What follows belongs to an exercise in optimizing a design on an open flow for small area; a production flow would make more cautious choices. Function was checked by simulation only, so behaviour that the tests miss may differ from the original. No activity file was given, so power comes from the tool's default toggle rates.

$ cat design/flow/design.v
module RegisterWithWE #(parameter W= 4) (clk, reset, we, load, out);
	input clk, reset, we;
	input [W-1:0] load;
	output reg [W-1:0] out;
	always @ (posedge clk)
	begin
		if(reset == 1) begin
			out <= 0;
		end else begin
			if(we == 1) begin
				out <= load;
			end
		end
	end
endmodule
module Simple_Register #(parameter W=32)(clk, reset, load, out);
	input [W-1:0] load;
	input clk, reset;
	output reg [W-1:0] out;
	always @ (posedge clk)
	begin
		if(reset == 1) begin
			out <= 0;
		end else begin
			out <= load;
		end
	end
endmodule
module Mux_2x1 #(parameter W=32) (in0, in1, s0, out);
	input s0;
	input [W-1:0] in0, in1;		
	output reg [W-1:0] out;
	always @ (*)
	begin
		if(s0 == 1) begin
			out = in1;
		end else begin
			out = in0;
		end
	end
endmodule
module Mux_4x1 #(parameter W=32) (s0,s1,in0,in1,in2,in3,out);
	input s0,s1;
	input [W-1:0] in0,in1,in2,in3;
	output reg [W-1:0] out;
	always @ (*) 
	begin
		case({s1,s0})					
			2'b00: out = in0;
			2'b01: out = in1;
			2'b10: out = in2;
			2'b11: out = in3;
			default: out = 0;
		endcase
	end
endmodule
module adder4 (adder_4_in, adder_4_out);
input [31:0] adder_4_in;
output reg [31:0] adder_4_out;
always@(*)
begin
	adder_4_out<=adder_4_in + 32'd4;
end
endmodule
module ZeroExtend(input_,output_);
	input [11:0] input_;
	output reg [31:0] output_;
	always @ (*)
	begin
		output_ = {20'b0, input_};			 
	end
endmodule
module Left_Right_Shifter(data, sh_amnt, sh_dir, out);
	input [31:0] data;
	input [31:0] sh_amnt;
	input sh_dir;
	output reg [31:0] out;
	always @(*)
	begin
		if(sh_dir) begin					 
			out = data >> sh_amnt;
		end else begin						 
			out = data << sh_amnt;
		end
	end
endmodule
module ALU #(parameter W=32)(input1, input2, ALUControl2, ALUControl1, ALUControl0, CarryOut, overflow, Negative, Zero, out);
	input [W-1:0] input1, input2;
	input ALUControl2, ALUControl1, ALUControl0;	
	output reg [W-1:0] out;
	output reg CarryOut, overflow, Negative, Zero;
	reg [W-1:0] opr_1, opr_2;
	reg [W:0] result;
	reg nz_reg, oc_reg;
	always @ (*) 
	begin
		opr_1 = input1;
		opr_2 = input2;
		result = 0;
		Negative = 0;
		Zero = 0;
		if({ALUControl2,ALUControl1,ALUControl0} > 3'b010) begin
			nz_reg = 1;
			oc_reg = 0;
		end else begin
			nz_reg = 1;
			oc_reg = 1;
		end
		if({ALUControl2,ALUControl1,ALUControl0} == 3'b000) begin
			opr_1 = input1;
			opr_2 = input2;
			result = input1 + input2;
		end else if({ALUControl2,ALUControl1,ALUControl0}== 3'b001) begin
			opr_1 = input1;
			opr_2 = ~input2 + 1'b1; 
			result = input1 + ~input2 + 1'b1;
		end else if({ALUControl2,ALUControl1,ALUControl0} == 3'b010) begin
			opr_1 = input2;
			opr_2 = ~input1 + 1'b1;
			result = input2 + ~input1 + 1'b1;
		end else if({ALUControl2,ALUControl1,ALUControl0} == 3'b011) begin
			result = input1 & ~input2;
		end else if({ALUControl2,ALUControl1,ALUControl0} == 3'b100) begin
			result = input1 & input2;
		end else if({ALUControl2,ALUControl1,ALUControl0} == 3'b101) begin
			result = input1 | input2;
		end else if({ALUControl2,ALUControl1,ALUControl0} == 3'b110) begin
			result = input1 ^ input2;
		end else if({ALUControl2,ALUControl1,ALUControl0} == 3'b111) begin
			result = ~(input1 ^ input2);
		end
		if(nz_reg == 1) begin
			if(result[W-1] == 1) begin
				Negative = 1;
			end else begin
				Negative = 0;
			end
			if(result[W-1:0] == 0) begin
				Zero = 1;
			end else begin
				Zero = 0;
			end
		end
		if(oc_reg == 1) begin
			CarryOut	= result[W];
			overflow = ((opr_1[W-1] == 0 & opr_2[W-1] == 0 & result[W-1] == 1) | (opr_1[W-1] == 1 & opr_2[W-1] == 1 & result[W-1] == 0)) ? 1 : 0;  
		end else begin
			CarryOut= 0;
			overflow = 0;
		end
		out = result[W-1:0];
	end
endmodule
module Reg_File #(parameter W=32) (clk, RegWrite, A1, A2, A3, WD3, R15_in, RD1, RD2, Reg0_out, Reg1_out, Reg2_out,Reg3_out,Reg4_out);
	input clk, RegWrite;
	input [3:0] A1, A2, A3;
	input [W-1:0] WD3, R15_in;
	output reg [W-1:0] RD1,RD2;
	output wire [W-1:0] Reg0_out, Reg1_out, Reg2_out,Reg3_out,Reg4_out;
	wire [15:0] write_enable;
	reg [15:0] decoder_out;   
	wire [W-1:0] Reg5_out, Reg6_out, Reg7_out,Reg8_out, Reg9_out, Reg10_out, Reg11_out, Reg12_out, Reg13_out, Reg14_out, Reg15_out;
	RegisterWithWE #(W) R0(clk, 0, write_enable[0], WD3, Reg0_out);
	RegisterWithWE #(W) R1(clk, 0, write_enable[1], WD3, Reg1_out);
	RegisterWithWE #(W) R2(clk, 0, write_enable[2], WD3, Reg2_out);
	RegisterWithWE #(W) R3(clk, 0, write_enable[3], WD3, Reg3_out);
	RegisterWithWE #(W) R4(clk, 0, write_enable[4], WD3, Reg4_out);
	RegisterWithWE #(W) R5(clk, 0, write_enable[5], WD3, Reg5_out);
	RegisterWithWE #(W) R6(clk, 0, write_enable[6], WD3, Reg6_out);
	RegisterWithWE #(W) R7(clk, 0, write_enable[7], WD3, Reg7_out);
	RegisterWithWE #(W) R8(clk, 0, write_enable[8], WD3, Reg8_out);
	RegisterWithWE #(W) R9(clk, 0, write_enable[9], WD3, Reg9_out);
	RegisterWithWE #(W) R10(clk, 0, write_enable[10], WD3, Reg10_out);
	RegisterWithWE #(W) R11(clk, 0, write_enable[11], WD3, Reg11_out);
	RegisterWithWE #(W) R12(clk, 0, write_enable[12], WD3, Reg12_out);
	RegisterWithWE #(W) R13(clk, 0, write_enable[13], WD3, Reg13_out);
	RegisterWithWE #(W) R14(clk, 0, write_enable[14], WD3, Reg14_out);
	RegisterWithWE #(W) R15(clk, 0, 1, R15_in, Reg15_out);
	always@(*)
	begin
		case(A3)
			4'b0000 : decoder_out<= 16'b0000_0000_0000_0001;	
			4'b0001 : decoder_out<= 16'b0000_0000_0000_0010;
			4'b0010 : decoder_out<= 16'b0000_0000_0000_0100;
			4'b0011 : decoder_out<= 16'b0000_0000_0000_1000;
			4'b0100 : decoder_out<= 16'b0000_0000_0001_0000;
			4'b0101 : decoder_out<= 16'b0000_0000_0010_0000;
			4'b0110 : decoder_out<= 16'b0000_0000_0100_0000;
			4'b0111 : decoder_out<= 16'b0000_0000_1000_0000;
			4'b1000 : decoder_out<= 16'b0000_0001_0000_0000;
			4'b1001 : decoder_out<= 16'b0000_0010_0000_0000;
			4'b1010 : decoder_out<= 16'b0000_0100_0000_0000;
			4'b1011 : decoder_out<= 16'b0000_1000_0000_0000;
			4'b1100 : decoder_out<= 16'b0001_0000_0000_0000;
			4'b1101 : decoder_out<= 16'b0010_0000_0000_0000;
			4'b1110 : decoder_out<= 16'b0100_0000_0000_0000;
			4'b1111 : decoder_out<= 16'b1000_0000_0000_0000;		
		endcase
	end
assign write_enable[0]= RegWrite && decoder_out[0]; 
assign write_enable[1]= RegWrite && decoder_out[1]; 
assign write_enable[2]= RegWrite && decoder_out[2]; 
assign write_enable[3]= RegWrite && decoder_out[3]; 
assign write_enable[4]= RegWrite && decoder_out[4]; 
assign write_enable[5]= RegWrite && decoder_out[5]; 
assign write_enable[6]= RegWrite && decoder_out[6]; 
assign write_enable[7]= RegWrite && decoder_out[7]; 
assign write_enable[8]= RegWrite && decoder_out[8]; 
assign write_enable[9]= RegWrite && decoder_out[9]; 
assign write_enable[10]= RegWrite && decoder_out[10]; 
assign write_enable[11]= RegWrite && decoder_out[11]; 
assign write_enable[12]= RegWrite && decoder_out[12]; 
assign write_enable[13]= RegWrite && decoder_out[13]; 
assign write_enable[14]= RegWrite && decoder_out[14];
assign write_enable[15]= RegWrite && decoder_out[15];  
always @ (*) 
	begin
		case({A1[3],A1[2],A1[1],A1[0]})					
			4'b0000: RD1 = Reg0_out;
			4'b0001: RD1 = Reg1_out;
			4'b0010: RD1 = Reg2_out;
			4'b0011: RD1 = Reg3_out;
			4'b0100: RD1 = Reg4_out;
			4'b0101: RD1 = Reg5_out;
			4'b0110: RD1 = Reg6_out;
			4'b0111: RD1 = Reg7_out;
			4'b1000: RD1 = Reg8_out;
			4'b1001: RD1 = Reg9_out;
			4'b1010: RD1 = Reg10_out;
			4'b1011: RD1 = Reg11_out;
			4'b1100: RD1 = Reg12_out;
			4'b1101: RD1 = Reg13_out;
			4'b1110: RD1 = Reg14_out;
			4'b1111: RD1 = Reg15_out;
			default: RD1 = 0;
		endcase
	end
always @ (*) 
	begin
		case({A2[3],A2[2],A2[1],A2[0]})					
			4'b0000: RD2 = Reg0_out;
			4'b0001: RD2 = Reg1_out;
			4'b0010: RD2 = Reg2_out;
			4'b0011: RD2 = Reg3_out;
			4'b0100: RD2 = Reg4_out;
			4'b0101: RD2 = Reg5_out;
			4'b0110: RD2 = Reg6_out;
			4'b0111: RD2 = Reg7_out;
			4'b1000: RD2 = Reg8_out;
			4'b1001: RD2 = Reg9_out;
			4'b1010: RD2 = Reg10_out;
			4'b1011: RD2 = Reg11_out;
			4'b1100: RD2 = Reg12_out;
			4'b1101: RD2 = Reg13_out;
			4'b1110: RD2 = Reg14_out;
			4'b1111: RD2 = Reg15_out;
			default: RD2 = 0;
		endcase
	end	
endmodule
module Main_Decoder(funct,Op,RD,PCS,RegisterW,MemoryW,ResultSrc,ALUSrc,RegSrc,ALUOp,sh_dir);
	input [5:0] funct;
	input [1:0] Op;
	input [3:0] RD;
	output reg [1:0] ResultSrc;
	output reg PCS, RegisterW, MemoryW, ALUSrc, RegSrc, ALUOp, sh_dir;
	always @ (*)
	begin
		ResultSrc = 2'b01;
		MemoryW = 0;
		ALUSrc = 0;
		RegisterW = 0;
		RegSrc = 0;
		ALUOp = 0;
		sh_dir = 0;
		if(Op[1:0] == 2'b00) begin
			if(funct[5] == 0 & (funct[4:1] == 4'b0100 | funct[4:1] == 4'b0010 | funct[4:1] == 4'b0000 | funct[4:1] == 4'b1100)) begin
				ResultSrc = 2'b01;
				MemoryW = 0;
				ALUSrc = 0; 
				RegisterW = 1;
				RegSrc = 0;
				ALUOp = 1;
			end else if(funct[5] == 1 & funct[4:1] == 4'b0011) begin
				ResultSrc = 2'b10;
				MemoryW = 0; 
				RegisterW = 1;
				ALUOp = 0;
				sh_dir = 0;
			end else if(funct[5] == 1 & funct[4:1] == 4'b0001) begin
				ResultSrc = 2'b10;
				MemoryW = 0; 
				RegisterW = 1;
				ALUOp = 0;
				sh_dir = 1;
			end else if(funct[5] == 0 & funct[4:1] == 4'b1010) begin
				MemoryW = 0;
				ALUSrc = 0;
				RegisterW = 0;
				RegSrc = 0;
				ALUOp = 1;
		 	end
		end else if(Op[1:0] == 2'b01) begin
			if(funct[0] == 1 & funct[5] == 0) begin
				ResultSrc = 2'b00;
				MemoryW = 0;
				ALUSrc = 1; 
				RegisterW = 1;
				ALUOp = 0;
			end else if(funct[0] == 0 & funct[5] == 0) begin
				MemoryW = 1;
				ALUSrc = 1; 
				RegisterW = 0;
				RegSrc = 1;
				ALUOp = 0;
			end
		end
	end
	always @ (*)
	begin
		if(RD == 4'b1111 & RegisterW) begin
			PCS = 1;
		end else begin
			PCS = 0;
		end
	end
endmodule
module ALU_DECODER(funct, ALU_Operation, ALU_Control, Flag_W, dontWrite);
	input [4:0] funct;
	input 		ALU_Operation;
	output reg [2:0] 	ALU_Control;
	output reg [1:0] 	Flag_W;
	output reg 			dontWrite;
	always @ (*)   
	begin
		ALU_Control = 3'b000;
		dontWrite = 0;
		Flag_W = 2'b00;
		if(!ALU_Operation) begin
			ALU_Control = 3'b000;
			dontWrite = 0;
			Flag_W = 2'b00;
		end else begin
			if(funct[4:1] == 4'b0100) begin  
				ALU_Control = 3'b000;
				dontWrite = 0;
				Flag_W = funct[0] ? 2'b11 : 2'b00;
			end else if(funct[4:1] == 4'b0010) begin 
				ALU_Control = 3'b001;
				dontWrite = 0;
				Flag_W = funct[0] ? 2'b11 : 2'b00;
			end else if(funct[4:1] == 4'b0000) begin  
				ALU_Control = 3'b100;
				dontWrite = 0;
				Flag_W = funct[0] ? 2'b10 : 2'b00;
			end else if(funct[4:1] == 4'b1100) begin  
				ALU_Control = 3'b101;
				dontWrite = 0;
				Flag_W = funct[0] ? 2'b10 : 2'b00;
			end else if(funct[4:1] == 4'b1010) begin  
				ALU_Control = 3'b001;
				dontWrite = 1;
				Flag_W = 2'b11;
			end
		end
	end	
endmodule
module Conditonal_logic_Decoder(clk, Condition, ALU_flags, FlagW, PCS, RegW, MemW, dontWrite, PCSrc, Register_Write, Memory_Write);
	input [3:0] Condition,ALU_flags;
	input [1:0] FlagW;
	input clk, PCS, RegW, MemW,dontWrite;
	output wire PCSrc, Register_Write,Memory_Write;
	wire [1:0] Flags_NZ, Flags_CV, FW;
	reg cond_execution;
	always @ (*)   
	begin
		if(Condition[3:0] == 4'b1110) begin
			cond_execution = 1;
		end else if((Condition[3:0] == 4'b0000) & Flags_NZ[0] == 1) begin
			cond_execution = 1;
		end else begin
			cond_execution = 0;
		end
	end
	and a1(FW[1], FlagW[1], cond_execution);
	and a2(FW[0], FlagW[0], cond_execution);	
	and a3(PCSrc, PCS, cond_execution);
	and a4(Memory_Write, MemW, cond_execution);
	and a5(Register_Write, ~dontWrite, RegW, cond_execution);
	RegisterWithWE #(2) nZ(clk, 0, FW[1], ALU_flags[3:2], Flags_NZ[1:0]);
	RegisterWithWE #(2) CV(clk, 0, FW[0], ALU_flags[1:0], Flags_CV[1:0]);	
endmodule
module Main_Controller_(clk, cond, ALUFlags, Funct, Op, Rd, ResultSrc, ALUSrc, RegSrc, sh_dir, ALUControl, PCSrc, Reg_W, Mem_w);
	input clk;
	input [3:0] cond, ALUFlags, Rd;
	input [5:0] Funct;
	input [1:0] Op;
	output [1:0] ResultSrc;
	output ALUSrc, RegSrc, sh_dir, PCSrc, Reg_W, Mem_w;
	output [2:0] ALUControl;
	wire PCS, RegisterW, MemoryW, ALUOp, dontWrite;
	wire [1:0] Flag_W;
	Main_Decoder inst(Funct, Op, Rd, PCS, RegisterW, MemoryW, ResultSrc, ALUSrc, RegSrc, ALUOp, sh_dir);
	ALU_DECODER inst2(Funct[4:0], ALUOp, ALUControl, Flag_W, dontWrite);
	Conditonal_logic_Decoder inst3(clk, cond, ALUFlags, Flag_W, PCS, RegisterW, MemoryW, dontWrite, PCSrc, Reg_W, Mem_w);
endmodule
module Single_Cycle_Computer(clk, rst, pc, instr, mem_addr, mem_wdata, mem_we, mem_rdata);
	input clk, rst;
	output [31:0] pc;
	input [31:0] instr;
	output [31:0] mem_addr, mem_wdata;
	output mem_we;
	input [31:0] mem_rdata;
	wire [1:0] ResultSrc;
	wire ALUSrc, RegSrc, sh_dir, PCSrc, RegWrite, MemWrite;
	wire [2:0] ALUControl;
	wire [3:0] ALUFlags;
	wire [31:0] PCNext, PCPlus4, PCPlus8, Result, SrcA, RD2, SrcB, ExtImm, ALUResult, ShiftOut;
	wire [3:0] RA2;
	wire [31:0] Reg0, Reg1, Reg2, Reg3, Reg4;
	Main_Controller_ inst1(clk, instr[31:28], ALUFlags, instr[25:20], instr[27:26], instr[15:12],
		ResultSrc, ALUSrc, RegSrc, sh_dir, ALUControl, PCSrc, RegWrite, MemWrite);
	Simple_Register #(32) pc_register(clk, rst, PCNext, pc);
	adder4 adding4(pc, PCPlus4);
	adder4 adding4_(PCPlus4, PCPlus8);
	Mux_2x1 #(32) pc_selection(PCPlus4, Result, PCSrc, PCNext);
	Mux_2x1 #(4) Register_Operation_Selection(instr[3:0], instr[15:12], RegSrc, RA2);
	Reg_File #(32) inst(clk, RegWrite, instr[19:16], RA2, instr[15:12], Result, PCPlus8,
		SrcA, RD2, Reg0, Reg1, Reg2, Reg3, Reg4);
	ZeroExtend Zero_Extending(instr[11:0], ExtImm);
	Mux_2x1 #(32) Src2_selection(RD2, ExtImm, ALUSrc, SrcB);
	ALU #(32) inst11(SrcA, SrcB, ALUControl[2], ALUControl[1], ALUControl[0],
		ALUFlags[1], ALUFlags[0], ALUFlags[3], ALUFlags[2], ALUResult);
	Left_Right_Shifter Left_And_Right_Shifting(SrcA, ExtImm, sh_dir, ShiftOut);
	Mux_4x1 #(32) Result_Selection(ResultSrc[0], ResultSrc[1], mem_rdata, ALUResult, ShiftOut, 32'b0, Result);
	assign mem_addr = ALUResult;
	assign mem_wdata = RD2;
	assign mem_we = MemWrite;
endmodule
$ cat design/flow/run.sh
#!/bin/bash
# synth_recipe.tcl (not shown) runs the flow's synth.tcl, then flattens the netlist and writes it again
# the make line also repeats each setting of config.mk as NAME=value (left out here)
make -C /OpenROAD-flow-scripts/flow DESIGN_CONFIG=/design/flow/config.mk WORK_HOME=/design/flow/orfs CLKGATE_MAP_FILE= SYNTH_SCRIPT=/design/flow/synth_recipe.tcl finish
$ cat design/flow/config.mk
export PLATFORM = sky130hd
export DESIGN_NAME = Single_Cycle_Computer
export DESIGN_NICKNAME = Single_Cycle_Computer
export VERILOG_FILES = /design/flow/design.v
export SDC_FILE = /design/flow/constraint.sdc
export NUM_CORES = 4
export LEC_CHECK = 0
export CAP_MARGIN = 20
export CORE_MARGIN = 2
export CORE_UTILIZATION = 40
export SETUP_SLACK_MARGIN = 0.2
export SLEW_MARGIN = 20
$ cat design/flow/constraint.sdc
create_clock -name core_clock -period 11.0 [get_ports {clk}]
set_input_delay 2.2000 -clock core_clock [delete_from_list [all_inputs] [get_ports {clk}]]
set_output_delay 2.2000 -clock core_clock [all_outputs]
set_load 0.01 [all_outputs]
==> impl_metrics.py, run 1 <==
metrics = {
    "outcome": {
        "status": "timing/DRC/antenna clean",
    },
    "drt": {
        "viasPerCell": 7.23,
        "via_count": 37900,
        "wire_per_inst_microns": 39.5,
        "firstDrtPassIters": 9,
        "drc": 0,
        "antenna_left": 0,
        "drt_iter0_markers": 7276,
        "wirelength_microns": 207000,
    },
    "synth": {
        "syn_nets": 3844,
        "synth_ff_type": "edfxtp_1",
        "avgSynthCellArea_sq_um": 9.86,
        "synth_area_sq_um": 36300,
        "ys_warn_count": 33,
        "synth_edf_count": 481,
        "ys_seq_area_frac": 0.434,
        "ys_ff_latch": 545,
        "ys_types": 111,
        "syn_inst": 3678,
        "async_reset_ff_frac": 0,
    },
    "timing": {
        "hold_violations": 0,
        "rsz0062_at_grt": "yes",
        "tightest_slew_ps": 1120,
        "finalCritPeriodShare": 0.974,
        "fin_crit_ps": 10720,
        "setup_viol": 0,
        "clock.fmax_ghz": 0.0933,
        "max-slew-margin-rel": 0.246,
        "finClkSkew_ps": 32.2,
        "fin_setup_tns_ps": 0,
        "finalWorstSetupSlack_ps": 281,
        "slew_viol_final": 0,
    },
    "power_and_ir_drop": {
        "comb_power_share": 0.348,
        "internal-power_mw": 4.48,
        "clock_power_share": 0.300,
        "power_switching_mw": 2.58,
        "p_seq_frac": 0.352,
        "power_leakage_nw": 15.5,
        "peakVddDrop_mv": 0.144,
        "switching_share": 0.366,
        "powerDensity_nw_per_um2": 162,
    },
    "finish": {
        "instances_no_fill": 5243,
        "multi_input_area_sq_um": 19200,
        "nFillCells": 8407,
        "fin_area_sq_um": 43600,
        "drive_gt1_frac": 0.179,
        "num-nets-final": 4175,
        "area_growth_pct": 20.4,
        "regArea_sq_um": 15700,
    },
    "setup_path": {
        "worstPathArrival_ps": 8520,
        "required_ps": 8800,
        "path_class": "primary input to output port",
        "ff2ff_path_depth": 16,
        "startpoint_type": "primary input",
        "crit_fanout": 13,
        "setup.worst_path.end_class": "output port",
    },
    "placement": {
        "io_buffers": 162,
        "postPlaceCellArea_sq_um": 41400,
        "pre_cts_ws_ps": 80.8,
        "place_inst": 5117,
        "place.gp.congestion": 1.13,
        "dp_hpwl_microns": 154000,
    },
    "floorplan": {
        "die_w_microns": 305,
        "initial_core_util": 0.404,
        "die_h_microns": 305,
        "coreArea_sq_um": 89900,
        "pin_count": 163,
        "rows": 110,
        "die-area_sq_um": 93100,
    },
    "global_route": {
        "track_usage": 0.430,
        "grt_util_met2": 0.585,
        "grt_max_degree": 65,
        "use_met3": 0.188,
        "met1_usage": 0.545,
        "grt_busiest_layer": "met2",
        "grt_pass1_vias": 35100,
        "overflow": 0,
        "grt_first_pass_wirelength_microns": 282000,
        "antenna_found_initial": 22,
    },
    "clocking": {
        "h-tree-depth": 2,
        "path_clk_slew_ps": 70,
        "clkSinkCount": 545,
        "clk_latency_ps": 670,
        "cts_tree": "built",
        "clk_path_buf_depth": 3,
        "postCtsHoldBufs": 0,
        "cts_made_buffers": 59,
        "clockRootBuffer": "clkbuf_16",
    },
    "hold_path": {
        "min_path_type": "flip-flop to flip-flop",
        "whs_path_depth": 0,
    },
    "flow_run": {
        "max_cap_violations": 0,
    },
}
==> cell type report <==
type	count	share of cell area
Antenna cell	9	0.000516
Multi-Input combinational cell	2746	0.439
Inverter	92	0.00791
Tap cell	1176	0.0337
Timing Repair Buffer	565	0.112
Clock inverter	43	0.0117
Sequential cell	545	0.360
Clock buffer	67	0.0350
==> worst max-delay path, cell delays in order <==
cell,delay [ps]
clkdlybuf4s50_1,470
nor2_2,170
nand2_2,140
nor2_1,160
buf_4,200
mux2_2,450
nor2_4,320
buf_4,230
buf_4,280
a21oi_1,150
nand4_1,100
o22a_2,260
nand2_1,110
ha_2,420
a211oi_1,220
o21ai_0,230
nor4_2,470
buf_4,190
o31ai_1,110
a2111oi_0,420
buf_4,180
a21oi_1,40
nand4_1,100
o21a_1,270
clkdlybuf4s50_1,600
==> sequential cells by signal, summed over array words and instances (netlist names) <==
signal / flops
inst.R7.out: 32
inst.R2.out: 32
inst.R9.out: 32
inst.R11.out: 32
inst1.inst3.nZ.out: 1
inst.R4.out: 32
inst.R15.out: 32
inst.R14.out: 32
inst.R0.out: 32
inst.R5.out: 32
inst.R10.out: 32
inst.R1.out: 32
inst.R3.out: 32
inst.R8.out: 32
inst.R12.out: 32
pc_register.out: 32
inst.R6.out: 32
inst.R13.out: 32
==> layer usage <==
layer,part of all wire,vias up
li1,-,15200
met1,0.36,18300
met2,0.39,3405
met3,0.16,918
met4,0.088,22
met5,0.00081,-
==> cells in the final DEF (no fill, tap or decap), drive strengths merged, types with 63 or more instances in the layout <==
cell type / Yosys / routed
edfxtp: 481 / 481
buf: 103 / 410
nor2: 269 / 269
nand2: 248 / 248
a21oi: 246 / 246
a22oi: 245 / 245
clkdlybuf4s50: 0 / 154
nand3: 145 / 145
o21ai: 130 / 130
inv: 91 / 102
ha: 98 / 98
mux2i: 85 / 85
a22o: 83 / 83
a221oi: 81 / 81
clkbuf: 192 / 67
dfxtp: 64 / 64
nor3: 63 / 63
==> worst paths after layout <==
path                                         from                    endpoint  slack (ps)
setup / recovery                        instr[27]                mem_addr[20]         280
hold / removal    pc_register.out[1]$_SDFFE_PP0P_     inst.R15.out[1]$_DFF_P_         370
setup reg to reg         inst.R15.out[19]$_DFF_P_  inst.R14.out[22]$_DFFE_PP_        4730
hold reg to reg   pc_register.out[1]$_SDFFE_PP0P_     inst.R15.out[1]$_DFF_P_         370
==> cell families after synthesis <==
logic type,count (synthesis),synth area share
muxes,131,0.0394
and+or+nand+nor,1141,0.163
adders and majority gates,100,0.0349
xor gates and xnor gates,70,0.0169
buffers and inverters,387,0.0480
DFF,545,0.434
AOI/OAI and AO/OA,1304,0.264
==> Yosys cell counts, drive strengths merged, types with 22 or more instances <==
cell type    n  area [sq um]
nand4       60           375
buf        103           674
ha          98          1230
and3        36           225
and2        46           290
a21o        22           165
xnor2       45           394
clkbuf     192           722
nand3b      49           368
mux2        41           465
mux2i       85           851
o221ai      31           290
a21oi      246          1290
o22ai       31           194
dfxtp       64          1280
nor2       269          1020
a211oi      48           365
a31oi       54           350
nor2b       26           163
o31ai       23           173
a22o        83           727
nor4        29           221
a22oi      245          1850
nand3      145           726
or2         30           188
a221oi      81           734
nand2      248           933
xor2        25           219
o21ai      130           651
o22a        37           324
nand2b      48           300
edfxtp     481         14400
o211ai      40           310
nor3        63           325
inv         91           342
==> power by group through the flow <==
stage               combinational [mW]  sequential (mW)  clock, mW
floorplan                         1.07             2.52          0
global placement                  2.32             2.53          0
detailed placement                2.31             2.53          0
CTS                               2.32             2.49       2.12
global route                      2.51             2.49       2.20
finish                            2.46             2.49       2.12
==> through the flow <==
stage	total power, mW	utilization	hold slack, ps
6_report	7.07	0.486	373
3_5_place_dp	4.84	0.461	358
5_1_grt	7.20	0.485	376
2_1_floorplan	3.59	-	347
3_3_place_gp	4.85	0.461	364
4_1_cts	6.93	0.484	373
==> repair_timing <==
action                                  4_1_cts  5_1_grt
pin swaps                                     0        7
gates cloned                                  0        0
gates resized for setup                       2       28
endpoints found under the setup margin        2       15
buffers inserted                              0        6
==> run 2: changes to the inputs <==
==> design/flow/design.v (replaced) <==
module rf_read(all, sel, out);
	input [511:0] all;
	input [3:0] sel;
	output [31:0] out;
	reg [255:0] l1; reg [127:0] l2; reg [63:0] l3;
	integer k;
	always @(*) begin
		for (k = 0; k < 8; k = k + 1) l1[32*k +: 32] = sel[0] ? all[64*k+32 +: 32] : all[64*k +: 32];
		for (k = 0; k < 4; k = k + 1) l2[32*k +: 32] = sel[1] ? l1[64*k+32 +: 32] : l1[64*k +: 32];
		for (k = 0; k < 2; k = k + 1) l3[32*k +: 32] = sel[2] ? l2[64*k+32 +: 32] : l2[64*k +: 32];
	end
	assign out = sel[3] ? l3[63:32] : l3[31:0];
endmodule
module shifter(a, imm, left, out);
	input [31:0] a;
	input [11:0] imm;
	input left;
	output [31:0] out;
	integer k;
	reg [31:0] ar, s, so;
	always @(*) begin
		for (k = 0; k < 32; k = k + 1) ar[k] = a[31-k];
		s = (left ? ar : a) >> imm[4:0];
		for (k = 0; k < 32; k = k + 1) so[k] = s[31-k];
	end
	assign out = (|imm[11:5]) ? 32'b0 : (left ? so : s);
endmodule
module Single_Cycle_Computer(clk, rst, pc, instr, mem_addr, mem_wdata, mem_we, mem_rdata);
	input clk, rst;
	output reg [31:0] pc;
	input [31:0] instr;
	output [31:0] mem_addr, mem_wdata;
	output mem_we;
	input [31:0] mem_rdata;
	reg [32*15-1:0] regs;    
	reg [31:0] r15;          
	reg z;
	wire [3:0] cond = instr[31:28];
	wire [1:0] op   = instr[27:26];
	wire [5:0] funct = instr[25:20];
	wire [3:0] cmd  = funct[4:1];
	wire [3:0] rn = instr[19:16];
	wire [3:0] rd = instr[15:12];
	wire [3:0] rm = instr[3:0];
	wire [11:0] imm = instr[11:0];
	wire ex     = (cond == 4'b1110) | ((cond == 4'b0000) & z);
	wire dp     = (op == 2'b00) & ~funct[5];
	wire is_alu = dp & ((cmd == 4'b0100) | (cmd == 4'b0010) | (cmd == 4'b0000) | (cmd == 4'b1100));
	wire is_cmp = dp & (cmd == 4'b1010);
	wire is_sh  = (op == 2'b00) & funct[5] & ((cmd == 4'b0011) | (cmd == 4'b0001));
	wire is_mem = (op == 2'b01) & ~funct[5];
	wire is_ldr = is_mem & funct[0];
	wire is_str = is_mem & ~funct[0];
	wire wr     = ex & (is_alu | is_sh | is_ldr);
	wire br     = wr & (rd == 4'b1111);
	wire setz   = ex & (is_cmp | (is_alu & funct[0]));
	wire [3:0] ra2 = op[0] ? rd : rm;
	wire [31:0] a, b;
	rf_read port_a({r15, regs}, rn, a);
	rf_read port_b({r15, regs}, ra2, b);
	wire sub = ~op[0] & cmd[1];                        
	wire [31:0] bx = op[0] ? {20'b0, imm} : (b ^ {32{sub}});
	wire [31:0] sum = a + bx + {31'b0, sub};
	wire [31:0] lg = cmd[3] ? (a | b) : (a & b);
	wire use_lg = cmd[2] ? cmd[3] : ~cmd[1];           
	wire [31:0] alu = use_lg ? lg : sum;
	wire [31:0] sh;
	shifter shift(a, imm, cmd[1], sh);
	wire [31:0] res = op[0] ? mem_rdata : (funct[5] ? sh : alu);
	wire [28:0] inc = pc[31:3] + 29'd1;
	wire [31:0] pc4 = {pc[2] ? inc : pc[31:3], ~pc[2], pc[1:0]};
	wire [31:0] pc8 = {inc, pc[2:0]};
	integer i;
	always @(posedge clk) begin
		if (rst) pc <= 32'b0;
		else pc <= br ? res : pc4;
		r15 <= pc8;
		if (setz) z <= (alu == 32'b0);
		for (i = 0; i < 15; i = i + 1)
			if (wr & (rd == i)) regs[32*i +: 32] <= res;
	end
	assign mem_addr = sum;
	assign mem_wdata = b;
	assign mem_we = ex & is_str;
endmodule
--- a/design/flow/config.mk
+++ b/design/flow/config.mk
@@ -10,3 +10,4 @@
 export CORE_UTILIZATION = 40
 export SETUP_SLACK_MARGIN = 0.2
 export SLEW_MARGIN = 20
+export SYNTH_HIERARCHICAL = 1
==> impl_metrics.py, run 2 <==
metrics = {
    "setup_path": {
        "setup.worst_path.end_class": "output port",
        "ff2ff_path_depth": 17,
        "path_cells": "clkdlybuf4s50_1 > mux2_8 > buf_4 > buf_4 > mux4_2 > a22oi_1 > nand2_1 > xnor2_1 > nor2_1 > ha_1 > a21o_1 > a21o_1 > nand3_1 > a31oi_1 > o211ai_1 > o21ai_1 > xor2_1 > clkdlybuf4s50_1",
        "path_class": "primary input to output port",
        "required_ps": 8800,
        "crit_family": "buffers and inverters",
        "worstPathArrival_ps": 8130,
        "crit_fanout": 23,
        "startpoint_type": "primary input",
        "worst-path-stages": 18,
        "crit_buf_inv": 4,
        "cp_slowest_cell": "clkdlybuf4s50_1",
        "slowest_delay_ps": 630,
    },
    "synth": {
        "syn_inst": 2335,
        "synth_area_sq_um": 31500,
        "synth_ff_type": "edfxtp_1",
        "synth_commonest_cells": "edfxtp_1 (481), mux4_2 (273), nand2_1 (221), a22oi_1 (137), nor2_1 (130)",
        "ys_types": 98,
        "ys_seq_area_frac": 0.499,
        "synth_edf_count": 481,
        "netlist_top_cells_area": "edfxtp_1 (46%), mux4_2 (20%), dfxtp_1 (4.1%)",
        "ys_ff_latch": 545,
        "post-synth-top-area-cell": "edfxtp_1",
        "async_reset_ff_frac": 0,
        "avgSynthCellArea_sq_um": 13.5,
        "yosysMostFrequentCell": "edfxtp_1",
        "ys_warn_count": 9,
        "syn_nets": 2434,
        "yosys.area.top_type_share": 0.459,
    },
    "finish": {
        "drive_gt1_frac": 0.220,
        "mostFrequentLayoutCells": "edfxtp_1 (481), mux4_2 (273), nand2_1 (221), clkdlybuf4s50_1 (157), a22oi_1 (137)",
        "nFillCells": 6741,
        "num-nets-final": 2582,
        "fin_area_sq_um": 36400,
        "mostFrequentLayoutCell": "edfxtp_1",
        "top_register": "regs",
        "area_growth_pct": 15.6,
        "largest_reg_flops": 480,
        "biggestRegsByFlops": "regs: 480 flops, pc: 32 flops, r15: 32 flops",
        "fin_util": 0.468,
    },
    "floorplan": {
        "pin_count": 163,
        "die_w_microns": 285,
        "initial_core_util": 0.405,
        "die_h_microns": 285,
        "die-area_sq_um": 81000,
        "coreArea_sq_um": 77700,
        "rows": 102,
    },
    "timing": {
        "clock.fmax_ghz": 0.0968,
        "tightest_slew_ps": 1200,
        "fin_setup_tns_ps": 0,
        "max-slew-margin-rel": 0.195,
        "fin_crit_ps": 10330,
        "finClkSkew_ps": 33.6,
        "setup_viol": 0,
        "slew_viol_final": 0,
        "hold_violations": 0,
        "rsz0062_at_grt": "no",
        "finalCritPeriodShare": 0.939,
    },
    "drt": {
        "wire_per_inst_microns": 33.3,
        "firstDrtPassIters": 5,
        "wirelength_microns": 119000,
        "drc": 0,
        "drt_iter0_markers": 3154,
        "viasPerCell": 6.55,
        "via_count": 23400,
        "antenna_left": 0,
    },
    "global_route": {
        "overflow": 0,
        "antenna_found_initial": 1,
        "grt_pass1_vias": 22800,
        "track_usage": 0.288,
        "grt_first_pass_wirelength_microns": 169000,
        "grt_max_degree": 74,
    },
    "flow_run": {
        "max_cap_violations": 0,
    },
    "hold_path": {
        "min_path_type": "flip-flop to flip-flop",
        "whs_path_depth": 0,
    },
    "clocking": {
        "cts_setup_buffers": 0,
        "cts-resized-gates": 0,
        "clkSinkCount": 545,
        "postCtsHoldBufs": 0,
        "cts_tree": "built",
        "cts_made_buffers": 53,
        "h-tree-depth": 2,
        "clockRootBuffer": "clkbuf_16",
        "path_clk_slew_ps": 60,
        "clk_path_buf_depth": 3,
        "clk_latency_ps": 600,
    },
    "placement": {
        "postPlaceCellArea_sq_um": 34600,
        "place.gp.congestion": 1.01,
        "dp_hpwl_microns": 81500,
        "io_buffers": 162,
    },
    "power_and_ir_drop": {
        "internal-power_mw": 3.85,
        "comb_power_share": 0.248,
        "power_switching_mw": 1.63,
        "powerDensity_nw_per_um2": 150,
        "p_seq_frac": 0.419,
        "switching_share": 0.297,
        "peakVddDrop_mv": 0.121,
        "clock_power_share": 0.333,
        "p_total_mw": 5.48,
        "power_leakage_nw": 12.1,
    },
    "outcome": {
        "status": "timing/DRC/antenna clean",
    },
}
==> run 2: cells by family (layout without fill, tap and decap cells) <==
| logic type | after synthesis | in the layout | synth area share |
|---|---|---|---|
| buf+inv | 209 | 399 | 0.0306 |
| compound gates | 513 | 513 | 0.111 |
| flops | 545 | 545 | 0.499 |
| simple gates | 556 | 556 | 0.0823 |
| xor+xnor | 108 | 108 | 0.0300 |
| fa+ha+maj | 45 | 45 | 0.0174 |
| mux | 359 | 359 | 0.229 |
| other cells | 0 | 1 | 0 |
==> run 2: per-module statistics from Yosys, one instance, submodules excluded <==
module                 flip-flops and latches  cell area, sq um
rf_read                                     0              3730
Single_Cycle_Computer                     545             21400
shifter                                     0              2580
==> run 2: worst paths after layout <==
check	startpoint	to	slack (ps)
worst max-delay path	instr[12]	mem_addr[25]	670
worst min-delay path	pc[1]$_SDFFE_PP0P_	r15[1]$_DFF_P_	440
worst max register to register	regs[96]$_DFFE_PP_	regs[282]$_DFFE_PP_	5260
worst min register to register	pc[1]$_SDFFE_PP0P_	r15[1]$_DFF_P_	440
==> run 2: cell type report <==
class                      instances  area [sq um]  area share
inverter                          30           113     0.00309
clock inverter                    23           191     0.00526
timing repair buffer             272          2500      0.0687
sequential                       545         15700       0.432
multi-input combinational       1581         15000       0.413
tap                             1040          1300      0.0357
antenna                            1          2.50   0.0000687
clock buffer                      74          1550      0.0426
==> run 2: routing by layer <==
| layer | track usage | vias to the layer above | routed length, microns | part of all wire |
|---|---|---|---|---|
| met2 | 0.450 | 1421 | 54400 | 0.46 |
| met4 | 0.104 | 0 | 4500 | 0.038 |
| met5 | 0 | - | 0 | 0 |
| met3 | 0.0629 | 187 | 12500 | 0.11 |
| li1 | - | 9725 | - | - |
| met1 | 0.396 | 12000 | 47200 | 0.40 |
==> run 2: worst register-to-register path, stage by stage (launching register included) <==
cell      delay (ps)
edfxtp_1         390
mux4_2           480
a22oi_1          210
nand2_1          210
xnor2_1          180
nor2_1           110
a21oi_1           60
fa_1             430
fa_1             420
nor2b_1          170
o31a_1           300
o21ai_1          350
a21oi_1          350
o21ai_1          150
a21oi_1          320
mux2i_1          130
o311a_1          190
a21oi_1          900
==> run 2: power groups by stage <==
stage          clock, mW  sequential (mW)  combinational, mW
3_5_place_dp           0             2.34               1.33
6_report            1.82             2.29               1.36
3_3_place_gp           0             2.34               1.33
5_1_grt             1.93             2.29               1.43
4_1_cts             1.84             2.29               1.34
2_1_floorplan          0             2.34              0.761
==> run 2: stage by stage <==
| stage | hold slack [ps] | worst slack [ps] | instances |
|---|---|---|---|
| after floorplan | 390 | 1930 | 2335 |
| after global placement | 442 | 695 | 3468 |
| after detailed placement | 447 | 790 | 3468 |
| after CTS | 456 | 748 | 3565 |
| after global routing | 456 | 427 | 3565 |
| final | 444 | 669 | 3566 |
==> run 3: changes to the inputs <==
--- a/design/flow/design.v
+++ b/design/flow/design.v
@@ -1,15 +1,13 @@
 module rf_read(all, sel, out);
 	input [511:0] all;
 	input [3:0] sel;
-	output [31:0] out;
-	reg [255:0] l1; reg [127:0] l2; reg [63:0] l3;
+	output reg [31:0] out;
 	integer k;
 	always @(*) begin
-		for (k = 0; k < 8; k = k + 1) l1[32*k +: 32] = sel[0] ? all[64*k+32 +: 32] : all[64*k +: 32];
-		for (k = 0; k < 4; k = k + 1) l2[32*k +: 32] = sel[1] ? l1[64*k+32 +: 32] : l1[64*k +: 32];
-		for (k = 0; k < 2; k = k + 1) l3[32*k +: 32] = sel[2] ? l2[64*k+32 +: 32] : l2[64*k +: 32];
+		out = 32'b0;
+		for (k = 0; k < 16; k = k + 1)
+			out = out | ({32{sel == k}} & all[32*k +: 32]);
 	end
-	assign out = sel[3] ? l3[63:32] : l3[31:0];
 endmodule
 module shifter(a, imm, left, out);
 	input [31:0] a;
==> design/flow/flow/run.sh (new file) <==
#!/bin/bash
# Standard layout, except that ABC maps the logic with flow/area.abc
# (area-oriented) instead of ORFS's speed script. Synthesis is otherwise
# synth_recipe.tcl unchanged (see flow/my_synth.tcl).
set -euo pipefail
W=$PWD
sed -e "s#SYNTH_SCRIPT=[^ ]*#SYNTH_SCRIPT=$W/flow/my_synth.tcl#" standard.sh > my_standard.sh
export MY_ABC_SCRIPT=$W/flow/area.abc
bash my_standard.sh > make.log 2>&1
==> design/flow/flow/area.abc (new file) <==
strash
&get -n
&st
&dch
&nf -R 1000
&put
==> design/flow/flow/my_synth.tcl (new file) <==
proc synth {args} { yosys synth -nofsm -noshare {*}$args }
proc abc {args} {
  if { [info exists ::env(MY_ABC_SCRIPT)] && $::env(MY_ABC_SCRIPT) ne "" } {
    set i [lsearch -exact $args -script]
    if { $i >= 0 } { set args [lreplace $args [expr {$i+1}] [expr {$i+1}] $::env(MY_ABC_SCRIPT)] }
  }
  yosys abc {*}$args
}
source $::env(SCRIPTS_DIR)/synth.tcl
# left out here: clear keep_hierarchy, flatten, clean up, hide names made inside functions, write 1_2_yosys.v
==> design/flow/standard.sh (new file) <==
#!/bin/bash
# synth_recipe.tcl (not shown) runs the flow's synth.tcl, then flattens the netlist and writes it again
# the make line also repeats each setting of config.mk as NAME=value (left out here)
make -C /OpenROAD-flow-scripts/flow DESIGN_CONFIG=/design/flow/config.mk WORK_HOME=/design/flow/orfs CLKGATE_MAP_FILE= SYNTH_SCRIPT=/design/flow/synth_recipe.tcl "${@:-finish}"
removed: design/flow/run.sh
==> impl_metrics.py, run 3 <==
metrics = {
    "timing": {
        "clock.fmax_ghz": 0.0941,
        "fin_hold_ws_ps": 393,
        "setup_viol": 0,
        "max-slew-margin-rel": 0.286,
        "hold_violations": 0,
        "fin_crit_ps": 10620,
        "fin_setup_tns_ps": 0,
        "finalCritPeriodShare": 0.966,
        "slew_viol_final": 0,
        "tightest_slew_ps": 1070,
        "rsz0062_at_grt": "yes",
        "finClkSkew_ps": 16.8,
    },
    "synth": {
        "synth_edf_count": 481,
        "async_reset_ff_frac": 0,
        "syn_inst": 2357,
        "ys_ff_latch": 545,
        "yosys.area.top_type_share": 0.525,
        "syn_nets": 2456,
        "ys_types": 46,
        "synth_ff_type": "edfxtp_1",
        "post-synth-top-area-cell": "edfxtp_1",
        "synth_area_sq_um": 27500,
        "avgSynthCellArea_sq_um": 11.7,
        "ys_warn_count": 9,
        "ys_seq_area_frac": 0.572,
        "netlist_top_cells_area": "edfxtp_1 (53%), a221o_1 (12%), nand2_1 (5.0%)",
        "yosysMostFrequentCell": "edfxtp_1",
        "synth_commonest_cells": "edfxtp_1 (481), nand2_1 (366), a221o_1 (320), a21oi_1 (205), nor2_1 (190)",
    },
    "global_route": {
        "antenna_found_initial": 1,
        "grt_max_degree": 59,
        "grt_pass1_vias": 22700,
        "grt_first_pass_wirelength_microns": 152000,
        "track_usage": 0.287,
        "overflow": 0,
    },
    "drt": {
        "firstDrtPassIters": 8,
        "viasPerCell": 6.45,
        "antenna_left": 0,
        "drt_iter0_markers": 3127,
        "wire_per_inst_microns": 28.5,
        "wirelength_microns": 105000,
        "drc": 0,
        "via_count": 23700,
    },
    "clocking": {
        "postCtsHoldBufs": 0,
        "clk_path_buf_depth": 3,
        "cts_tree": "built",
        "clk_latency_ps": 600,
        "clockRootBuffer": "clkbuf_16",
        "clkSinkCount": 545,
        "h-tree-depth": 2,
        "cts_made_buffers": 55,
        "path_clk_slew_ps": 60,
    },
    "placement": {
        "io_buffers": 162,
        "place.gp.congestion": 1.05,
        "dp_hpwl_microns": 76200,
    },
    "finish": {
        "fin_util": 0.493,
        "biggestRegsByFlops": "regs: 480 flops, pc: 32 flops, r15: 32 flops",
        "drive_gt1_frac": 0.119,
        "mostFrequentLayoutCells": "edfxtp_1 (481), nand2_1 (366), a221o_1 (320), a21oi_1 (205), buf_4 (162)",
        "nFillCells": 6032,
        "area_growth_pct": 22.4,
        "top_register": "regs",
        "num-nets-final": 2846,
        "mostFrequentLayoutCell": "edfxtp_1",
        "largest_reg_flops": 480,
    },
    "floorplan": {
        "die_w_microns": 266,
        "die_h_microns": 266,
        "coreArea_sq_um": 68300,
        "initial_core_util": 0.402,
        "pin_count": 163,
        "rows": 96,
        "die-area_sq_um": 70900,
    },
    "power_and_ir_drop": {
        "peakVddDrop_mv": 0.135,
        "power_leakage_nw": 11.6,
        "powerDensity_nw_per_um2": 164,
    },
    "flow_run": {
        "max_cap_violations": 0,
    },
    "setup_path": {
        "startpoint_type": "primary input",
        "ff2ff_path_depth": 26,
        "crit_fanout": 31,
        "worstPathArrival_ps": 8420,
        "path_class": "primary input to output port",
        "setup.worst_path.end_class": "output port",
        "required_ps": 8800,
    },
    "hold_path": {
        "min_path_type": "flip-flop to flip-flop",
        "whs_path_depth": 0,
    },
    "outcome": {
        "status": "timing/DRC/antenna clean",
    },
}
run 3: per-layer routing:
layer	GRT usage	wire length, microns	up-vias
met5	0	13	-
met4	0.136	5330	2
met3	0.0311	7240	182
met2	0.472	49300	1222
met1	0.380	42800	11700
li1	-	-	10600
run 3: critical path, cell delays in order:
cell and delay, ps:
clkdlybuf4s50_1 560, mux2_1 190, buf_4 150, nand2b_1 160, nor3_2 80, buf_12 180, a222oi_1 310, nand4_1 140
a221o_1 300, a221o_1 290, a221o_1 280, a221o_1 290, a221o_1 310, xor2_1 150, mux2_1 330, ha_1 340
a21oi_1 150, o21ai_0 100, buf_4 160, a31oi_2 230, nor3_2 70, nor3_1 210, nor2_2 100, xor2_1 450
clkdlybuf4s50_1 640
run 3: report_power, final:
part | internal (mW) | switching (mW) | total [mW]
clock | 0.951 | 0.779 | 1.73
combinational | 0.594 | 0.902 | 1.50
sequential | 2.30 | 0.00717 | 2.30
run 3: area by class of cell:
| cell class | instances | area [sq um] | share of cell area |
|---|---|---|---|
| multi-input cells | 1790 | 12100 | 0.359 |
| clock inverters | 30 | 179 | 0.00532 |
| well taps | 882 | 1100 | 0.0328 |
| diodes | 1 | 2.50 | 0.0000743 |
| inverters | 22 | 82.6 | 0.00245 |
| repair buffers | 333 | 3060 | 0.0908 |
| clock buffers | 68 | 1450 | 0.0429 |
| flip-flops and latches | 545 | 15700 | 0.467 |
run 3: final timing paths:
path         slack, ps          startpoint                   to
min                390  pc[0]$_SDFFE_PP0P_       r15[0]$_DFF_P_
min reg2reg        390  pc[0]$_SDFFE_PP0P_       r15[0]$_DFF_P_
max                380           instr[13]         mem_addr[13]
max reg2reg       4620  regs[64]$_DFFE_PP_  pc[30]$_SDFFE_PP0P_
run 3: cell families (layout without fill, tap and decap cells):
kind of cell	count (synthesis)	count (layout)	synth area share
compound gates	831	831	0.229
xor+xnor	89	89	0.0283
other cells	0	1	0
mux	91	91	0.0353
simple gates	746	746	0.117
flops	545	545	0.572
buf+inv	22	453	0.00300
fa+ha+maj	33	33	0.0156
run 3: what timing repair did:
item,4_1_cts,5_1_grt
endpoints found under the hold margin,0,0
endpoints found under the setup margin,5,22
pin swaps,0,1
buffers inserted,0,1
gates resized for setup,3,40
run 3: modules after synthesis, one instance, submodules excluded:
module                 cells inside  copies in the design  flops+latches  cell area, sq um
Single_Cycle_Computer          1327                     1            545             20300
rf_read                         342                     2              0              2580
shifter                         346                     1              0              2010
run 3: through the flow:
stage | instance area [sq um] | setup slack [ps] | power (mW) | std cells
2_1_floorplan | 27500 | 220 | 3.04 | 2357
3_3_place_gp | 31800 | 132 | 3.79 | 3569
3_5_place_dp | 31800 | 53.1 | 3.79 | 3571
4_1_cts | 33500 | 214 | 5.51 | 3669
5_1_grt | 33700 | 194 | 5.70 | 3670
6_report | 33700 | 378 | 5.53 | 3671
==> run 4: changes to the inputs <==
==> design/flow/flow/area.abc (replaced) <==
strash
&get -n
&st
&syn2
&dch
&nf
&put
==> impl_metrics.py, run 4 <==
metrics = {
    "setup_path": {
        "setup.worst_path.end_class": "output port",
        "critPathLaunch": "instr[14]",
        "cp_slowest_cell": "nor3_1",
        "reg2reg_from": "regs[417]$_DFFE_PP_",
        "path_class": "primary input to output port",
        "startpoint_type": "primary input",
        "crit_family": "simple AND/OR/NAND/NOR gates",
        "worst-path-stages": 17,
        "crit_buf_inv": 3,
        "required_ps": 8800,
        "ff2ff_path_depth": 18,
        "worstPathArrival_ps": 8420,
        "reg2reg_slack_ps": 5440,
        "slowest_delay_ps": 710,
        "setup.worst_path.end": "mem_addr[27]",
        "path_cells": "clkdlybuf4s50_1 > mux2_1 > and4b_1 > buf_4 > a222oi_1 > nand3_1 > or4b_1 > xor2_1 > mux2_1 > ha_1 > a21oi_1 > o21ai_0 > nor3_1 > o31ai_2 > a221oi_1 > xnor2_1 > clkdlybuf4s50_1",
        "crit_fanout": 27,
        "timing.rr.end": "z$_DFFE_PP_",
    },
    "hold_path": {
        "min_path_type": "flip-flop to flip-flop",
        "hp-start": "pc[0]$_SDFFE_PP0P_",
    },
    "timing": {
        "fin_hold_ws_ps": 368,
        "finClkSkew_ps": 41.3,
        "max-slew-margin-rel": 0.272,
        "finalCritPeriodShare": 0.966,
        "setup_viol": 0,
        "fin_crit_ps": 10620,
        "tightest_slew_ps": 1090,
        "hold_violations": 0,
        "finalWorstSetupSlack_ps": 379,
        "clock.fmax_ghz": 0.0942,
        "fin_setup_tns_ps": 0,
        "slew_viol_final": 0,
        "rsz0062_at_grt": "no",
    },
    "power_and_ir_drop": {
        "switching_share": 0.298,
        "power_switching_mw": 1.70,
        "peakVddDrop_mv": 0.118,
        "comb_power_share": 0.238,
        "p_seq_frac": 0.404,
        "power_leakage_nw": 11.1,
        "clock_power_share": 0.358,
        "powerDensity_nw_per_um2": 168,
        "internal-power_mw": 4.01,
    },
    "clocking": {
        "clockRootBuffer": "clkbuf_16",
        "cts_made_buffers": 54,
        "path_clk_slew_ps": 60,
        "h-tree-depth": 2,
        "clk_latency_ps": 630,
        "cts_tree": "built",
        "postCtsHoldBufs": 0,
        "clkSinkCount": 545,
        "clk_path_buf_depth": 3,
    },
    "synth": {
        "synth_edf_count": 481,
        "synth_commonest_cells": "edfxtp_1 (481), a22oi_1 (390), a21oi_1 (160), nand2_1 (152), nor2_1 (123)",
        "post-synth-top-area-cell": "edfxtp_1",
        "ys_warn_count": 9,
        "avgSynthCellArea_sq_um": 12.2,
        "synth_area_sq_um": 28000,
        "async_reset_ff_frac": 0,
        "syn_nets": 2385,
        "netlist_top_cells_area": "edfxtp_1 (52%), a22oi_1 (10%), dfxtp_1 (4.6%)",
        "syn_inst": 2286,
        "ys_ff_latch": 545,
        "yosys.area.top_type_share": 0.517,
        "ys_seq_area_frac": 0.562,
        "yosysMostFrequentCell": "edfxtp_1",
        "synth_ff_type": "edfxtp_1",
        "ys_types": 60,
    },
    "drt": {
        "firstDrtPassIters": 10,
        "drc": 0,
        "antenna_left": 0,
        "wirelength_microns": 112000,
        "viasPerCell": 6.83,
        "via_count": 24600,
        "wire_per_inst_microns": 31.1,
        "drt_iter0_markers": 4104,
    },
    "finish": {
        "largest_reg_flops": 480,
        "mostFrequentLayoutCell": "edfxtp_1",
        "biggestRegsByFlops": "regs: 480 flops, pc: 32 flops, r15: 32 flops",
        "instances_no_fill": 3604,
        "mostFrequentLayoutCells": "edfxtp_1 (481), a22oi_1 (390), a21oi_1 (159), clkdlybuf4s50_1 (158), nand2_1 (152)",
        "area_growth_pct": 21.4,
        "num-nets-final": 2726,
        "drive_gt1_frac": 0.110,
        "top_register": "regs",
    },
    "placement": {
        "place.gp.congestion": 1.02,
        "place_inst": 3500,
        "pre_cts_ws_ps": 61.5,
        "dp_hpwl_microns": 76900,
        "io_buffers": 162,
    },
    "global_route": {
        "overflow": 0,
        "grt_first_pass_wirelength_microns": 161000,
        "track_usage": 0.304,
        "grt_max_degree": 66,
        "antenna_found_initial": 2,
        "grt_pass1_vias": 23400,
    },
    "outcome": {
        "status": "timing/DRC/antenna clean",
    },
    "floorplan": {
        "die-area_sq_um": 72000,
        "pin_count": 163,
        "die_w_microns": 268,
        "die_h_microns": 268,
        "coreArea_sq_um": 68900,
        "rows": 96,
        "initial_core_util": 0.405,
    },
    "flow_run": {
        "max_cap_violations": 0,
    },
}
## run 4: changes by cell type in the layout (fill, tap and decap cells not counted), sizes merged, moves of 24 or more
cell / before / now
mux2i: 52 / 28
a221o: 320 / 2
or4b: 0 / 42
buf: 178 / 126
o21ai: 160 / 106
a21oi: 205 / 160
nand3: 19 / 101
nor2: 190 / 123
nand4: 77 / 21
mux4: 1 / 35
a22oi: 24 / 390
o22ai: 0 / 92
nand2: 366 / 152
## run 4: what timing repair did
item	4_1_cts	5_1_grt
setup buffers	0	2
pin swaps	0	1
endpoints found under the setup margin	3	8
cloned	0	0
gates resized for setup	2	9
## run 4: per-module statistics from Yosys, one instance, submodules excluded
| module | cell area [sq um] | times used |
|---|---|---|
| Single_Cycle_Computer | 20100 | 1 |
| rf_read | 2840 | 2 |
| shifter | 2150 | 1 |
## run 4: cell families after synthesis
family	count (synthesis)	synth area share
AND/OR/NAND/NOR	558	0.104
buffers and inverters	21	0.00282
multiplexers	91	0.0495
XOR/XNOR	90	0.0282
flip-flops	545	0.562
AO/OA/AOI/OAI	947	0.237
adder cells (fa/ha/maj)	34	0.0157
## run 4: how the worst min path moves through the flow
| stage | end | slack (ps) | depth (start not counted) |
|---|---|---|---|
| after floorplan | r15[0]$_DFF_P_ | 390 | 0 |
| after global placement | r15[0]$_DFF_P_ | 360 | 0 |
| after detailed placement | r15[0]$_DFF_P_ | 360 | 0 |
| after CTS | r15[0]$_DFF_P_ | 370 | 0 |
| after global routing | r15[0]$_DFF_P_ | 380 | 0 |
| final | r15[0]$_DFF_P_ | 370 | 0 |
## run 4: cell type report
class,count,area [sq um]
antenna,1,2.50
tap,931,1160
multi-input combinational,1720,12500
clock buffer,73,1600
clock inverter,28,373
fill,6034,35000
inverter,21,78.8
timing repair buffer,285,2540
sequential,545,15700
## run 4: per-layer routing
| layer | up-vias | share of wire | track usage |
|---|---|---|---|
| met4 | 0 | 0.048 | 0.124 |
| met1 | 12000 | 0.38 | 0.408 |
| met2 | 1851 | 0.44 | 0.467 |
| li1 | 10500 | - | - |
| met5 | - | 0 | 0 |
| met3 | 296 | 0.13 | 0.0808 |
## run 4: power by group through the flow
stage / Sequential (mW) / Clock (mW) / Combinational (mW)
after floorplan: 2.35 / 0 / 0.660
after global placement: 2.35 / 0 / 1.32
after detailed placement: 2.35 / 0 / 1.32
after CTS: 2.31 / 2.05 / 1.33
after global routing: 2.31 / 2.12 / 1.43
final: 2.31 / 2.04 / 1.36
## run 4: through the flow
step	power, mW	cell area [sq um]	util
after floorplan	3.01	28000	-
after global placement	3.67	31900	0.463
after detailed placement	3.67	31900	0.463
final	5.71	33900	0.492
after CTS	5.69	33900	0.492
after global routing	5.86	33900	0.492
==> run 5: changes to the inputs <==
--- a/design/flow/design.v
+++ b/design/flow/design.v
@@ -22,6 +22,31 @@
 		for (k = 0; k < 32; k = k + 1) so[k] = s[31-k];
 	end
 	assign out = (|imm[11:5]) ? 32'b0 : (left ? so : s);
+endmodule
+module adder32(a, b, cin, s);
+	input [31:0] a, b;
+	input cin;
+	output [31:0] s;
+	reg [31:0] g, p, G, P;
+	integer i, d;
+	always @(*) begin
+		g = a & b;
+		p = a ^ b;
+		G = g;
+		P = p;
+		G[0] = g[0] | (p[0] & cin);
+		for (d = 1; d < 32; d = d * 2)
+			for (i = 2*d - 1; i < 32; i = i + 2*d) begin
+				G[i] = G[i] | (P[i] & G[i-d]);
+				P[i] = P[i] & P[i-d];
+			end
+		for (d = 8; d >= 1; d = d / 2)
+			for (i = 3*d - 1; i < 32; i = i + 2*d) begin
+				G[i] = G[i] | (P[i] & G[i-d]);
+				P[i] = P[i] & P[i-d];
+			end
+	end
+	assign s = p ^ {G[30:0], cin};
 endmodule
 module Single_Cycle_Computer(clk, rst, pc, instr, mem_addr, mem_wdata, mem_we, mem_rdata);
 	input clk, rst;
@@ -58,7 +83,8 @@
 	rf_read port_b({r15, regs}, ra2, b);
 	wire sub = ~op[0] & cmd[1];                        
 	wire [31:0] bx = op[0] ? {20'b0, imm} : (b ^ {32{sub}});
-	wire [31:0] sum = a + bx + {31'b0, sub};
+	wire [31:0] sum;
+	adder32 add(a, bx, sub, sum);
 	wire [31:0] lg = cmd[3] ? (a | b) : (a & b);
 	wire use_lg = cmd[2] ? cmd[3] : ~cmd[1];           
 	wire [31:0] alu = use_lg ? lg : sum;
==> design/flow/flow/run.sh (replaced) <==
#!/bin/bash
# Standard layout with two changes:
#  - ABC maps the logic with flow/area.abc (area-oriented) instead of
#    ORFS's speed script; synthesis is otherwise synth_recipe.tcl unchanged
#    (see flow/my_synth.tcl);
#  - ports are buffered with buf_1 instead of the default delay cell.
set -euo pipefail
W=$PWD
sed -e "s#SYNTH_SCRIPT=[^ ]*#SYNTH_SCRIPT=$W/flow/my_synth.tcl#" standard.sh > my_standard.sh
export MY_ABC_SCRIPT=$W/flow/area.abc
bash my_standard.sh "BUFFER_PORTS_ARGS=-buffer_cell sky130_fd_sc_hd__buf_1" finish > make.log 2>&1
==> design/flow/flow/area.abc (replaced) <==
strash
&get -n
&st
&dch
&nf -R 1000
&put
--- a/design/flow/config.mk
+++ b/design/flow/config.mk
@@ -8,6 +8,7 @@
 export CAP_MARGIN = 20
 export CORE_MARGIN = 2
 export CORE_UTILIZATION = 40
+export CTS_BUF_LIST = sky130_fd_sc_hd__clkbuf_4 sky130_fd_sc_hd__clkbuf_8
 export SETUP_SLACK_MARGIN = 0.2
 export SLEW_MARGIN = 20
 export SYNTH_HIERARCHICAL = 1
==> impl_metrics.py, run 5 <==
metrics = {
    "synth": {
        "avgSynthCellArea_sq_um": 11.9,
        "synth_area_sq_um": 27100,
        "synth-simple-area-share": 0.118,
        "syn_inst": 2282,
        "synth_compound_area_frac": 0.222,
        "synth_ff_type": "edfxtp_1",
        "syn_nets": 2394,
        "yosys.area.top_type_share": 0.533,
        "synthAdderAreaFrac": 0.0260,
        "post-synth-top-area-cell": "edfxtp_1",
        "synthMuxAreaShare": 0.0246,
        "netlist_top_cells_area": "edfxtp_1 (53%), a221o_1 (12%), dfxtp_1 (4.7%)",
        "ys_types": 48,
        "synth_top_family_by_area": "compound AO/OA/AOI/OAI gates",
        "async_reset_ff_frac": 0,
        "ys_warn_count": 10,
        "synth_edf_count": 481,
        "yosysMostFrequentCell": "edfxtp_1",
        "synth_xor_area_frac": 0.0242,
        "ys_ff_latch": 545,
        "ys_seq_area_frac": 0.580,
        "synth_commonest_cells": "edfxtp_1 (481), nand2_1 (339), a221o_1 (320), a21oi_1 (216), nor2_1 (199)",
    },
    "global_route": {
        "grt_pass1_vias": 22500,
        "overflow": 0,
        "grt_first_pass_wirelength_microns": 143000,
        "antenna_found_initial": 2,
        "grt_max_degree": 113,
        "track_usage": 0.270,
    },
    "clocking": {
        "clkSinkCount": 545,
        "cts_tree": "built",
        "clk_latency_ps": 680,
        "postCtsHoldBufs": 0,
        "cts_made_buffers": 88,
        "h-tree-depth": 3,
        "clk_path_buf_depth": 3,
        "path_clk_slew_ps": 60,
        "clockRootBuffer": "clkbuf_8",
    },
    "setup_path": {
        "path_class": "primary input to output port",
        "crit_fanout": 31,
        "required_ps": 8800,
        "worstPathArrival_ps": 8280,
        "setup.worst_path.end_class": "output port",
        "startpoint_type": "primary input",
    },
    "finish": {
        "mostFrequentLayoutCells": "edfxtp_1 (481), nand2_1 (338), a221o_1 (320), a21oi_1 (215), nor2_1 (168)",
        "instances_no_fill": 3576,
        "mostFrequentLayoutCell": "edfxtp_1",
        "top_register": "regs",
        "area_growth_pct": 16.8,
        "drive_gt1_frac": 0.114,
        "regArea_sq_um": 15700,
        "num-nets-final": 2751,
        "fin_util": 0.471,
        "fin_area_sq_um": 31600,
        "nFillCells": 6039,
        "multi_input_area_sq_um": 11500,
        "biggestRegsByFlops": "regs: 480 flops, pc: 32 flops, r15: 32 flops",
        "largest_reg_flops": 480,
    },
    "power_and_ir_drop": {
        "p_total_mw": 5.11,
        "power_leakage_nw": 10.5,
        "powerDensity_nw_per_um2": 162,
        "peakVddDrop_mv": 0.0686,
    },
    "timing": {
        "hold_violations": 0,
        "max-slew-margin-rel": 0.211,
        "tightest_slew_ps": 1180,
        "finClkSkew_ps": 35.1,
        "setup_viol": 0,
        "slew_viol_final": 0,
        "finalCritPeriodShare": 0.953,
        "clock.fmax_ghz": 0.0954,
        "finalWorstSetupSlack_ps": 519,
        "rsz0062_at_grt": "no",
        "fin_hold_ws_ps": 383,
        "fin_crit_ps": 10480,
        "fin_setup_tns_ps": 0,
    },
    "drt": {
        "via_count": 22900,
        "drc": 0,
        "firstDrtPassIters": 8,
        "wire_per_inst_microns": 27.1,
        "drt_iter0_markers": 2689,
        "wirelength_microns": 96800,
        "viasPerCell": 6.40,
        "antenna_left": 0,
    },
    "floorplan": {
        "rows": 95,
        "coreArea_sq_um": 67200,
        "die_w_microns": 264,
        "die_h_microns": 264,
        "die-area_sq_um": 69800,
        "initial_core_util": 0.403,
        "pin_count": 163,
    },
    "placement": {
        "postPlaceCellArea_sq_um": 29900,
        "io_buffers": 162,
        "dp_hpwl_microns": 66500,
        "place_inst": 3422,
        "place.gp.congestion": 0.983,
        "pre_cts_ws_ps": 54.3,
    },
    "flow_run": {
        "max_cap_violations": 0,
    },
    "hold_path": {
        "min_path_type": "flip-flop to flip-flop",
    },
    "outcome": {
        "status": "timing/DRC/antenna clean",
    },
}
## run 5: changes by cell type after synthesis, sizes merged, moves of 58 or more
cell	previous run	this run
a22oi	390	27
a221o	2	320
nand2	152	339
o22ai	92	0
nand3	101	14
nor2	123	199
nand4	21	79
## run 5: per-module statistics from Yosys (local to each module, per instance)
module | area, sq um | copies in the design | flops+latches | cells
Single_Cycle_Computer | 18700 | 1 | 545 | 1112
adder32 | 1200 | 1 | 0 | 140
rf_read | 2580 | 2 | 0 | 342
shifter | 2010 | 1 | 0 | 346
## run 5: kinds of logic after synthesis
group | after synthesis
compound gates | 783
xor+xnor | 75
flops | 545
fa+ha+maj | 46
buf+inv | 34
simple gates | 737
mux | 62
## run 5: layer usage
metal / global-route usage / routed length, microns / share of wire
met5: 0 / 13 / 0.00013
met2: 0.453 / 46600 / 0.48
met4: 0.115 / 3720 / 0.038
met3: 0.0466 / 7130 / 0.074
met1: 0.343 / 39300 / 0.41
## run 5: final cells by class
cell class / count / share of cell area
well taps: 873 / 0.0345
inverters: 34 / 0.00403
diodes: 2 / 0.000158
clock inverters: 34 / 0.00696
multi-input cells: 1703 / 0.365
flip-flops and latches: 545 / 0.497
repair buffers: 267 / 0.0460
clock buffers: 118 / 0.0462
## run 5: timing repair
item / CTS / global route
endpoints found under the setup margin: 3 / 4
setup buffers: 0 / 0
pin swaps: 0 / 4
resized for setup: 2 / 10
## run 5: final timing paths
| kind | start | to | slack (ps) | cells past startpoint |
|---|---|---|---|---|
| setup / recovery | instr[26] | mem_addr[31] | 520 | 28 |
| setup reg to reg | regs[64]$_DFFE_PP_ | z$_DFFE_PP_ | 4000 | 29 |
| hold / removal | pc[1]$_SDFFE_PP0P_ | r15[1]$_DFF_P_ | 380 | 0 |
| hold reg to reg | pc[1]$_SDFFE_PP0P_ | r15[1]$_DFF_P_ | 380 | 0 |
## run 5: worst max-delay path, stage by stage
cell	delay, ps
buf_4	190
mux2_1	370
nand2b_1	160
nor3_4	50
buf_4	300
a222oi_1	410
nand4_1	150
a221o_1	270
a221o_1	300
a221o_1	300
a221o_1	280
a221o_1	390
xnor2_1	170
o21ai_0	230
ha_1	330
a21oi_1	200
o21ai_0	160
a21oi_2	210
o41ai_4	110
a31oi_1	140
buf_4	180
o31ai_2	90
buf_4	170
nand3_1	80
nand2_1	70
fa_1	380
xnor2_1	200
buf_1	170
## run 5: report_power, final
part / internal (mW) / leakage, nW / total [mW] / switching [mW]
clock network: 0.908 / 0.880 / 1.71 / 0.802
registers: 2.29 / 4.89 / 2.30 / 0.00354
logic: 0.378 / 4.77 / 1.11 / 0.728
total: 3.58 / 10.5 / 5.11 / 1.53

[separate check: timing with driven ports]
In the flow no input, the clock included, has a driving cell. The finished layouts below were timed again as built, in two steps.
Step 1 (the two cells are an assumption about what drives the block):
set clk [get_ports {clk}]
set_driving_cell -lib_cell sky130_fd_sc_hd__clkbuf_16 $clk
set_driving_cell -lib_cell sky130_fd_sc_hd__buf_2 [delete_from_list [all_inputs] $clk]
Step 2, shift: input delay + t, output delay - t, t = (earliest + latest rising clock arrival at the registers) / 2. This alone moves slack from input paths to output paths.
Slacks: ideal / step 1 / step 2; pairs: ideal / step 1.
| run | t, ns | slack for setup (ns) | worst setup path at the end | worst register clock-pin slew, ns | worst data-port slew with drivers (ns) |
|---|---|---|---|---|---|
| run 1 | 0.733 | 0.281 / 0.259 / 0.259 | input to output | 0.07 / 0.07 | 0.07 |
| run 2 | 0.648 | 0.669 / 0.638 / 0.638 | input to output | 0.07 / 0.07 | 0.08 |
| run 3 | 0.659 | 0.378 / 0.335 / 0.335 | input to output | 0.07 / 0.07 | 0.07 |
| run 4 | 0.676 | 0.379 / 0.341 / 0.341 | input to output | 0.07 / 0.07 | 0.22 |
| run 5 | 0.723 | 0.519 / 0.489 / 0.489 | input to output | 0.07 / 0.07 | 0.07 |
After both steps setup and hold are still met in every run listed. For run 3, which loses most, drivers alone change the setup slack by -0.043 ns; drivers and shift together by -0.043 ns.
